From an optimization exercise on the open Yosys and OpenROAD flow, aimed at small area, a short achievable clock period and few clock cycles per item; shortcuts taken in it are not production practice.
RTL that was checked went through simulation tests only; none was proved equivalent to the original.
Power is estimated from default activity; no workload was simulated.

## simple_ALU
module simple_ALU(input i_clk,
                  input i_rst,
                  input logic  [15:0] i_memData,
                  output logic [15:0] o_memData,
                  output logic [15:0] o_memAddr,
                  output logic o_memWrEnable);
For scale: ~720 cells after synthesis, about 65 flip-flops, roughly 51 I/O pins, about 6300 um2 of cells after synthesis.
==> flow/config.mk <==
export PLATFORM = sky130hd
export DESIGN_NAME = simple_ALU
export DESIGN_NICKNAME = simple_ALU
export VERILOG_FILES = /design/flow/design.v
export SDC_FILE = /design/flow/constraint.sdc
export NUM_CORES = 4
export LEC_CHECK = 0
export CAP_MARGIN = 20
export CORE_MARGIN = 2
export CORE_UTILIZATION = 40
export SETUP_SLACK_MARGIN = 5
export SLEW_MARGIN = 20
==> flow/constraint.sdc <==
create_clock -name core_clock -period 9.0 [get_ports {i_clk}]
set_input_delay 1.8000 -clock core_clock [delete_from_list [all_inputs] [get_ports {i_clk}]]
set_output_delay 1.8000 -clock core_clock [all_outputs]
set_load 0.01 [all_outputs]
run.sh (not shown) runs the stock make flow with config.mk's settings and CLKGATE_MAP_FILE= SYNTH_SCRIPT=/design/flow/synth_recipe.tcl, a recipe that flattens the netlist after the stock synthesis.
Testbench counts at the start, summed over its fixed seeds: cycles 486,726, instrs 160,000.
Rerun with:
- SETUP_SLACK_MARGIN: 5 -> not set
The new run finished clean.
Worst setup slack is worse by 990 ps.
Non-clock buffer count does not change.
Cell count stays the same.
Sequential power hardly moves.
Clock power stays flat.
Count of clock-buffer cells in the layout stays the same.
Worst hold slack is about the same.
Critical path depth stays the same.
Rerun with:
==> flow/flow/run.sh (new file) <==
#!/bin/bash
# Standard layout, with plain buffers (not delay cells) on the ports and the
# timing repair aiming at 5.5 ns of setup slack.
# Full make output goes to standard.log here; ORFS keeps each step's log
# under orfs/logs/.
set -euo pipefail
bash standard.sh "BUFFER_PORTS_ARGS=-buffer_cell sky130_fd_sc_hd__buf_2" SETUP_SLACK_MARGIN=5.5 finish > standard.log 2>&1
==> flow/standard.sh (new file) <==
#!/bin/bash
# synth_recipe.tcl (not shown) runs the flow's synth.tcl, then flattens the netlist and writes it again
# the make line also repeats each setting of config.mk as NAME=value (left out here)
make -C /OpenROAD-flow-scripts/flow DESIGN_CONFIG=/design/flow/config.mk WORK_HOME=/design/flow/orfs CLKGATE_MAP_FILE= SYNTH_SCRIPT=/design/flow/synth_recipe.tcl "${@:-finish}"
- CTS_BUF_LIST: not set -> sky130_fd_sc_hd__clkbuf_8
removed: flow/run.sh
Effect: Final area climbs by about 9%. Sequential cell count stays the same. Combinational power increases by 17%. Synthesized area is unchanged. Clock power fell by about 22%. Via count climbs by 4.3%. Total power decreases by about 3%.

========
Another version of the RTL of simple_ALU (not shown whole).
Size: ~940 cells after synthesis, ~70 flip-flops.
Settings: LEC_CHECK=0, ABC_AREA=1, CAP_MARGIN=20, CORE_MARGIN=2, CORE_UTILIZATION=40, CTS_BUF_LIST=sky130_fd_sc_hd__clkbuf_8, SLEW_MARGIN=20, TNS_END_PERCENT=0; clock period 9.0 ns.
standard.sh (not shown) runs the stock make flow with config.mk's settings and CLKGATE_MAP_FILE= SYNTH_SCRIPT=/design/flow/synth_recipe.tcl, a recipe that flattens the netlist after the stock synthesis.
==> flow/flow/run.sh <==
#!/bin/bash
# Standard layout, with plain buffers (not delay cells) on the ports and the
# timing repair aiming at 6.15 ns of setup slack.
# Full make output goes to standard.log here; ORFS keeps each step's log
# under orfs/logs/.
set -euo pipefail
bash standard.sh "BUFFER_PORTS_ARGS=-buffer_cell sky130_fd_sc_hd__buf_2" SETUP_SLACK_MARGIN=6.15 finish > standard.log 2>&1
Edit:
==> flow/flow/run.sh (replaced) <==
#!/bin/bash
# Standard layout, with plain buffers (not delay cells) on the ports, the
# timing repair aiming at 6.15 ns of setup slack, and clock tree synthesis
# without dummy loads.
# Full make output goes to standard.log here; ORFS keeps each step's log
# under orfs/logs/.
set -euo pipefail
bash standard.sh "BUFFER_PORTS_ARGS=-buffer_cell sky130_fd_sc_hd__buf_2" SETUP_SLACK_MARGIN=6.15 "CTS_ARGS=-sink_clustering_enable -repair_clock_nets -buf_list sky130_fd_sc_hd__clkbuf_8 -dont_use_dummy_load" finish > standard.log 2>&1
The new run went through all stages and came out clean.
Maximum frequency barely changes.
Wire length rose by about 0.8%.
Utilization barely changes.
Clock power fell by 32%.
Cell count hardly moves.
Total power fell by 4.8%.
Clock-buffer cell count does not change.
Critical path depth stays the same.
Synthesized area is unchanged.
Synthesized cell count does not change.
Global-route usage fell by 0.13 points.
Edit:
==> flow/flow/run.sh (replaced) <==
#!/bin/bash
# Standard layout, with plain buffers (not delay cells) on the ports and the
# timing repair aiming at 6.0 ns of setup slack.
# Full make output goes to standard.log here; ORFS keeps each step's log
# under orfs/logs/.
set -euo pipefail
bash standard.sh "BUFFER_PORTS_ARGS=-buffer_cell sky130_fd_sc_hd__buf_2" SETUP_SLACK_MARGIN=6.0 finish > standard.log 2>&1
The new run finished with timing, DRC and antenna clean.
Count of clock-buffer cells in the layout does not change.
Critical path depth climbs by 9.
Clock power went up by 48%.
Global-route usage is about the same.
Wire length goes down by 1.7%.
Clock skew decreases by 0.015 ns.
Synthesized cell count is unchanged.
Total power is higher by 2.3%.
Via count came out lower by 0.30%.
Worst setup slack loses 0.081 ns.
Core utilization goes down by 1.3 points.
Edit:
==> flow/flow/run.sh (replaced) <==
#!/bin/bash
# Standard layout, with plain buffers (not delay cells) on the ports, the
# timing repair aiming at 6.0 ns of setup slack, and clock tree synthesis
# without dummy loads.
# Full make output goes to standard.log here; ORFS keeps each step's log
# under orfs/logs/.
set -euo pipefail
bash standard.sh "BUFFER_PORTS_ARGS=-buffer_cell sky130_fd_sc_hd__buf_2" SETUP_SLACK_MARGIN=6.0 "CTS_ARGS=-sink_clustering_enable -repair_clock_nets -buf_list sky130_fd_sc_hd__clkbuf_8 -dont_use_dummy_load" finish > standard.log 2>&1
Outcome:
- sequential cell count does not change
- count of clock-buffer cells in the layout does not change
- power shrinks by a few percent
- worst setup slack is better by 0.013 ns
- die area is unchanged
- non-clock buffer count does not change
- via count shrinks slightly
- final cell count shrinks slightly
- first-iteration DRC count grows slightly
No functional check of the RTL was part of any run of this note.

========
simple_ALU, a different RTL version from the one above (not shown whole).
Size: ~730 cells after synthesis, roughly 51 I/O pins, ~6000 um^2 of cells after synthesis.
clock: 9.0 ns
lec_check: 0
cap_margin: 20
core_margin: 2
core_utilization: 40
cts_buf_list: sky130_fd_sc_hd__clkbuf_8
slew_margin: 20
tns_end_percent: 0
==> flow/flow/run.sh <==
#!/bin/bash
# Standard layout, with plain buffers (not delay cells) on the ports, the
# timing repair aiming at 6.0 ns of setup slack, and clock tree synthesis
# without dummy loads.
# Full make output goes to standard.log here; ORFS keeps each step's log
# under orfs/logs/.
set -euo pipefail
bash standard.sh "BUFFER_PORTS_ARGS=-buffer_cell sky130_fd_sc_hd__buf_2" SETUP_SLACK_MARGIN=6.0 "CTS_ARGS=-sink_clustering_enable -repair_clock_nets -buf_list sky130_fd_sc_hd__clkbuf_8 -dont_use_dummy_load" finish > standard.log 2>&1
The baseline produced a clean layout.
Change:
--- a/flow/config.mk
+++ b/flow/config.mk
@@ -6,4 +6,5 @@
 export NUM_CORES = 4
 export LEC_CHECK = 0
+export ABC_AREA = 1
 export CAP_MARGIN = 20
 export CORE_MARGIN = 2
What happened:
- The new run ran to the end with no violations
- clock-buffer cell count is unchanged
- worst hold slack loses 19 ps
- die area shrinks by a few percent
- cell area shrinks by a few percent
- synthesized cell count grows by a quarter to a third
Change:
==> flow/flow/run.sh (replaced) <==
#!/bin/bash
# Standard layout, with plain buffers (not delay cells) on the ports, the
# timing repair aiming at 5.8 ns of setup slack, and clock tree synthesis
# without dummy loads.
# Full make output goes to standard.log here; ORFS keeps each step's log
# under orfs/logs/.
set -euo pipefail
bash standard.sh "BUFFER_PORTS_ARGS=-buffer_cell sky130_fd_sc_hd__buf_2" SETUP_SLACK_MARGIN=5.8 "CTS_ARGS=-sink_clustering_enable -repair_clock_nets -buf_list sky130_fd_sc_hd__clkbuf_8 -dont_use_dummy_load" finish > standard.log 2>&1
The changed run finished clean.
Routed wire length is lower by 0.91%.
Design area rose by about 0.33%.
Area after synthesis is unchanged.
Cell count stays the same.
Clock power barely changes.
Via count came out higher by about 0.5%.
Total power is about the same.
Core utilization went up by 0.15 points.
Worst setup slack loses 10 ps.
First-iteration DRC count increases by about 0.4%.
No functional check of the RTL was part of any run of this note.

========
== lagoon ==
simple_ALU, a different RTL version from the one above (not shown whole).
For scale: ~960 cells after synthesis, roughly 51 I/O pins, about 5900 sq um of cells after synthesis.
export LEC_CHECK = 0
export ABC_AREA = 1
export CAP_MARGIN = 20
export CELL_PAD_IN_SITES_DETAIL_PLACEMENT = 0
export CELL_PAD_IN_SITES_GLOBAL_PLACEMENT = 0
export CORE_MARGIN = 2
export CORE_UTILIZATION = 40
export CTS_BUF_LIST = sky130_fd_sc_hd__clkbuf_8
export SLEW_MARGIN = 20
export TNS_END_PERCENT = 0
create_clock -name core_clock -period 9.0 [get_ports {i_clk}]
==> flow/flow/run.sh <==
#!/bin/bash
# Standard layout, with plain buffers (not delay cells) on the ports, the
# timing repair aiming at 6.0 ns of setup slack, and clock tree synthesis
# without dummy loads.
# Full make output goes to standard.log here; ORFS keeps each step's log
# under orfs/logs/.
set -euo pipefail
bash standard.sh "BUFFER_PORTS_ARGS=-buffer_cell sky130_fd_sc_hd__buf_2" SETUP_SLACK_MARGIN=6.0 "CTS_ARGS=-sink_clustering_enable -repair_clock_nets -buf_list sky130_fd_sc_hd__clkbuf_8 -dont_use_dummy_load" finish > standard.log 2>&1
Testbench counts of lagoon, summed over its fixed seeds: cycles 487,097, instrs 160,000.
For delta, these inputs were changed with respect to lagoon:
# lagoon
export LEC_CHECK = 0
export ABC_AREA = 1
export CAP_MARGIN = 20
export CELL_PAD_IN_SITES_DETAIL_PLACEMENT = 0
export CELL_PAD_IN_SITES_GLOBAL_PLACEMENT = 0
export CORE_MARGIN = 2
export CORE_UTILIZATION = 40
export CTS_BUF_LIST = sky130_fd_sc_hd__clkbuf_8
export SLEW_MARGIN = 20
export TNS_END_PERCENT = 0
create_clock -name core_clock -period 9.0 [get_ports {i_clk}]
# delta
export LEC_CHECK = 0
export ABC_AREA = 1
export CAP_MARGIN = 5
export CORE_MARGIN = 2
export CORE_UTILIZATION = 40
export CTS_BUF_LIST = sky130_fd_sc_hd__clkbuf_8
export SLEW_MARGIN = 5
export TNS_END_PERCENT = 0
create_clock -name core_clock -period 9.0 [get_ports {i_clk}]
--- outcome ---
delta against lagoon: post-route cell area barely changed; mean number of vias per cell barely changed; post-route worst hold slack barely changed. Number of inserted filler cells in the final layout of delta is on par with lagoon. Looking only at detailed route wirelength on metal3, and setting everything else aside, the higher value of lagoon and delta goes to delta. [delta] setup slack fell 0.024 ns relative to lagoon. Worst slew slack as a fraction of its limit for delta is lower than for lagoon. Between delta and lagoon, the worst ir drop on vdd figures differ only marginally. In delta, the shortest period the worst path allows came out 0.024 ns above the value in lagoon.
Relative to delta, the following input files were edited for willow:
# delta
export LEC_CHECK = 0
export ABC_AREA = 1
export CAP_MARGIN = 5
export CORE_MARGIN = 2
export CORE_UTILIZATION = 40
export CTS_BUF_LIST = sky130_fd_sc_hd__clkbuf_8
export SLEW_MARGIN = 5
export TNS_END_PERCENT = 0
create_clock -name core_clock -period 9.0 [get_ports {i_clk}]
# willow
export LEC_CHECK = 0
export ABC_AREA = 1
export CAP_MARGIN = 20
export CORE_MARGIN = 2
export CORE_UTILIZATION = 40
export CTS_BUF_LIST = sky130_fd_sc_hd__clkbuf_8
export SLEW_MARGIN = 20
export TNS_END_PERCENT = 0
create_clock -name core_clock -period 9.0 [get_ports {i_clk}]
==> flow/flow/run.sh <==
#!/bin/bash
# Standard layout, with plain buffers (not delay cells) on the ports, the
# timing repair aiming at 6.0 ns of setup slack, and clock tree synthesis
# without dummy loads.
# Full make output goes to standard.log here; ORFS keeps each step's log
# under orfs/logs/.
set -euo pipefail
bash standard.sh "BUFFER_PORTS_ARGS=-buffer_cell sky130_fd_sc_hd__buf_2" SETUP_SLACK_MARGIN=6.0 "CTS_ARGS=-sink_clustering_enable -repair_clock_nets -buf_list sky130_fd_sc_hd__clkbuf_16 -dont_use_dummy_load" finish > standard.log 2>&1
Higher fraction of power consumed by the clock network among delta and willow: willow. Final routed wirelength across all metal layers (higher): willow. Against delta, worst hold slack in willow came out worse. Summary of the comparison: share of the cycle needed by the critical path after routing is higher in willow, relative to delta. Share of the final layout cell area in multi-input gates was higher in the run labelled delta. Relative to delta, the proportion of final cell area spent on non-clock buffers of willow is higher by 0.72 points. Power, delta and willow: smaller value in delta. Against delta, via count normalized by instance count in willow rose slightly. willow vs. delta: number of nets in the layout held; post-layout minimum cycle time increased by 0.026 ns relative to the old numbers.
Inputs modified between willow and xenon:
==> flow/flow/run.sh <==
#!/bin/bash
# Standard layout, with plain buffers (not delay cells) on the ports, the
# timing repair aiming at 6.0 ns of setup slack, and clock tree synthesis
# without dummy loads.
# Full make output goes to standard.log here; ORFS keeps each step's log
# under orfs/logs/.
set -euo pipefail
bash standard.sh "BUFFER_PORTS_ARGS=-buffer_cell sky130_fd_sc_hd__buf_2" SETUP_SLACK_MARGIN=6.0 "CTS_ARGS=-sink_clustering_enable -repair_clock_nets -buf_list {sky130_fd_sc_hd__clkbuf_4 sky130_fd_sc_hd__clkbuf_8} -dont_use_dummy_load" finish > standard.log 2>&1
[summary]
- Going from willow to xenon, wire length fell 1.1%, worst-margin pin slew fell 0.014 ns, minimum clock period fell 0.050 ns, area used by multi-input combinational logic fell 45 sq um.
- Compared with willow, xenon shows first-pass GRT wire length lower by 1.3%.
- In summary, xenon completed successfully, with a layout that passed the timing, DRC and antenna checks.
- Of xenon and willow, xenon shows the lower proportion of layout cells with a drive suffix above 1, with willow above it.

========
== run A ==
Starting RTL as in the previous note.
Settings: LEC_CHECK=0, ABC_AREA=1, CAP_MARGIN=20, CORE_MARGIN=2, CORE_UTILIZATION=40, CTS_BUF_LIST=sky130_fd_sc_hd__clkbuf_8, GPL_ROUTABILITY_DRIVEN=0, SLEW_MARGIN=20, TNS_END_PERCENT=0; clock period 9.0 ns.
==> flow/flow/run.sh <==
#!/bin/bash
# Standard layout, with plain buffers (not delay cells) on the ports, the
# timing repair aiming at 6.0 ns of setup slack, and clock tree synthesis
# without dummy loads.
# Full make output goes to standard.log here; ORFS keeps each step's log
# under orfs/logs/.
set -euo pipefail
bash standard.sh "BUFFER_PORTS_ARGS=-buffer_cell sky130_fd_sc_hd__buf_2" SETUP_SLACK_MARGIN=6.0 "CTS_ARGS=-sink_clustering_enable -repair_clock_nets -buf_list sky130_fd_sc_hd__clkbuf_8 -dont_use_dummy_load" finish > standard.log 2>&1
Testbench counts of run A, summed over its fixed seeds: cycles 487,097, instrs 160,000.
What run B does differently from run A at the input level:
Settings: GPL_ROUTABILITY_DRIVEN removed (was 0).
==> flow/flow/run.sh <==
#!/bin/bash
# Standard layout, with plain buffers (not delay cells) on the ports, the
# timing repair aiming at 6.0 ns of setup slack, and clock tree synthesis
# without dummy loads.
# Full make output goes to standard.log here; ORFS keeps each step's log
# under orfs/logs/.
set -euo pipefail
bash standard.sh "BUFFER_PORTS_ARGS=-buffer_cell sky130_fd_sc_hd__buf_4" SETUP_SLACK_MARGIN=6.0 "CTS_ARGS=-sink_clustering_enable -repair_clock_nets -buf_list sky130_fd_sc_hd__clkbuf_8 -dont_use_dummy_load" finish > standard.log 2>&1
Results
Diff run A -> run B | final clock period utilization by the worst path | decrease of 0.70 points
Summary — critical path's largest stage delay, run B relative to run A: higher, by 120 ps.
The data arrival time of the critical path in run B was lower than what run A gave.
Run B vs run A, transition time at the pin with the least slew margin went up by 110 ps.
Of run A and run B, the run reporting the higher placed instance area was run B.
Run B vs run A — sequential power dropped about 1%.
Summary: post-route worst setup slack, run B better than run A
### run B -> run C
Settings: putting PLACE_DENSITY at 0.8 where nothing was set.
==> flow/flow/run.sh <==
#!/bin/bash
# Standard layout, with plain buffers (not delay cells) on the ports, the
# timing repair aiming at 6.0 ns of setup slack, and clock tree synthesis
# without dummy loads.
# Full make output goes to standard.log here; ORFS keeps each step's log
# under orfs/logs/.
set -euo pipefail
bash standard.sh "BUFFER_PORTS_ARGS=-buffer_cell sky130_fd_sc_hd__buf_2" SETUP_SLACK_MARGIN=6.0 "CTS_ARGS=-sink_clustering_enable -repair_clock_nets -buf_list sky130_fd_sc_hd__clkbuf_8 -dont_use_dummy_load" finish > standard.log 2>&1
Findings:
Run C completed every stage of the flow, and the final layout passed the timing, DRC and antenna checks.
Critical path class: primary input to register -> run C, register to primary output -> run B
Going from run B to run C, average vias per placed instance rose by 1.8%; combinational share of power went down; routed wire length decreased by about 10% relative to the old numbers.
The following lists how run D was set up differently from run C:
Settings: a deleted PLACE_DENSITY that had been 0.8.
==> flow/flow/run.sh <==
#!/bin/bash
# Standard layout, with plain buffers (not delay cells) on the ports, the
# timing repair aiming at 5.9 ns of setup slack, and clock tree synthesis
# without dummy loads.
# Full make output goes to standard.log here; ORFS keeps each step's log
# under orfs/logs/.
set -euo pipefail
bash standard.sh "BUFFER_PORTS_ARGS=-buffer_cell sky130_fd_sc_hd__buf_2" SETUP_SLACK_MARGIN=5.9 "CTS_ARGS=-sink_clustering_enable -repair_clock_nets -buf_list sky130_fd_sc_hd__clkbuf_8 -dont_use_dummy_load" finish > standard.log 2>&1
Findings:
Diff run D..run C | number of tap cells inserted | unchanged
Of run D and run C, the run reporting the lower worst supply voltage drop on vdd was run C.
Between run D and run C, the critical path's largest stage delay does not differ in any meaningful way.
Per the comparison of run D with run C, placed instance count flat, required time at the worst-slack endpoint increased 20 ps, global-route usage increased by 1.7 points relative to the old numbers, total power decreased by 1.9% relative to the old numbers, global placer's final weighted congestion now sits lower.
From run D to run C, synthesized area did not move at all.
Comparing run D and run C, worst-case setup margin in the final layout is higher on run C.
Run D vs. run C: wire length the detailed router placed on met1 went up by 1100 um.
Setup changes, run D to run E
==> flow/flow/run.sh <==
#!/bin/bash
# Standard layout, with plain buffers (not delay cells) on the ports, the
# timing repair aiming at 6.0 ns of setup slack, and clock tree synthesis
# without dummy loads.
# Full make output goes to standard.log here; ORFS keeps each step's log
# under orfs/logs/.
set -euo pipefail
bash standard.sh "BUFFER_PORTS_ARGS=-buffer_cell sky130_fd_sc_hd__buf_2" SETUP_SLACK_MARGIN=6.0 "CTS_ARGS=-sink_clustering_enable -repair_clock_nets -buf_list sky130_fd_sc_hd__clkbuf_8 -dont_use_dummy_load" finish > standard.log 2>&1
==> comparison <==
- NOTE: cell count along the critical path in run E falls short of that of run D
- Between run D and run E, the flow reports net switching component of the power increasing slightly.
- Looking at worst setup slack, run E sits above run D.
- Of the two values seen for endpoint of the most critical setup path, wdata[7] was produced by run D and wdata[0] by run E.
- Run E vs run D, start point of the critical path: i_memData[15] vs i_memData[1]
- Summary of run E over run D: relative area change from synthesis to final layout higher; proportion of cell area occupied by multi-input gates down 0.36 points.
- Clock network fraction of total power, run D and run E: smaller value in run E
- Per the comparison of run E with run D, number of fill cells grew by 0.83%, overall power grew by 1.0%.
- Row total global routing track utilization: run E higher / run D lower

[what the ideal ports hide]
The results above use ideal ports. As a check the final layouts listed here were re-extracted and re-timed, cells and wires unchanged. Step 1 sets driving cells, clkbuf_16 on the clock port and buf_2 on the other inputs (assumed; they add their load-dependent delay and slew). Step 2 times the ports against the registers' clock, not the clock port: input delays grow and output delays shrink by t, the midpoint of the rising clock arrivals with the driver on. Slacks: ideal / step 1 / step 2; pairs: ideal / step 1.
run	t (ns)	setup WS [ns]	hold WS [ns]	worst setup path at the end	latest minus earliest clock arrival (ns)
the first run of note 1	0.369	5.009 / 5.009 / 4.639	0.453 / 0.453 / 0.453	input to register	0.007 / 0.007
the second run of note 1	0.369	4.014 / 4.008 / 3.639	0.455 / 0.455 / 0.455	input to register	0.010 / 0.009
the third run of note 1	0.391	5.307 / 5.301 / 4.910	0.459 / 0.459 / 0.459	input to register	0.007 / 0.008
the first run of note 2	0.423	6.019 / 5.979 / 5.642	0.454 / 0.454 / 0.454	input to register	0.017 / 0.017
the second run of note 2	0.410	6.024 / 5.985 / 5.623	0.454 / 0.454 / 0.454	input to register	0.025 / 0.024
the third run of note 2	0.417	5.942 / 5.953 / 5.538	0.454 / 0.454 / 0.454	input to register	0.013 / 0.013
the fourth run of note 2	0.411	5.955 / 5.964 / 5.557	0.455 / 0.455 / 0.455	input to register	0.024 / 0.024
the first run of note 3	0.352	5.226 / 5.224 / 4.872	0.473 / 0.473 / 0.473	input to register	0.010 / 0.010
the second run of note 3	0.344	5.704 / 5.712 / 5.368	0.454 / 0.454 / 0.454	input to register	0.010 / 0.010
the third run of note 3	0.343	5.694 / 5.703 / 5.360	0.454 / 0.454 / 0.454	input to register	0.008 / 0.008
lagoon	0.387	5.947 / 5.958 / 5.571	0.504 / 0.504 / 0.504	input to register	0.032 / 0.032
delta	0.386	5.923 / 5.937 / 5.551	0.504 / 0.504 / 0.504	input to register	0.032 / 0.032
willow	0.372	5.897 / 5.914 / 5.542	0.501 / 0.501 / 0.501	input to register	0.021 / 0.021
xenon	0.387	5.947 / 5.958 / 5.571	0.504 / 0.504 / 0.504	input to register	0.032 / 0.032
run A	0.395	5.913 / 5.927 / 5.533	0.510 / 0.510 / 0.510	input to register	0.022 / 0.021
run B	0.413	5.976 / 5.936 / 5.614	0.509 / 0.509 / 0.509	input to register	0.023 / 0.023
run C	0.377	6.016 / 6.003 / 5.633	0.476 / 0.476 / 0.476	input to register	0.028 / 0.028
run D	0.391	5.860 / 5.872 / 5.481	0.511 / 0.511 / 0.511	input to register	0.021 / 0.021
run E	0.387	5.947 / 5.958 / 5.571	0.504 / 0.504 / 0.504	input to register	0.032 / 0.032
After both steps setup and hold are still met in every run listed. For the third run of note 2, which loses most, drivers alone change the setup slack by +0.011 ns; drivers and shift together by -0.404 ns.
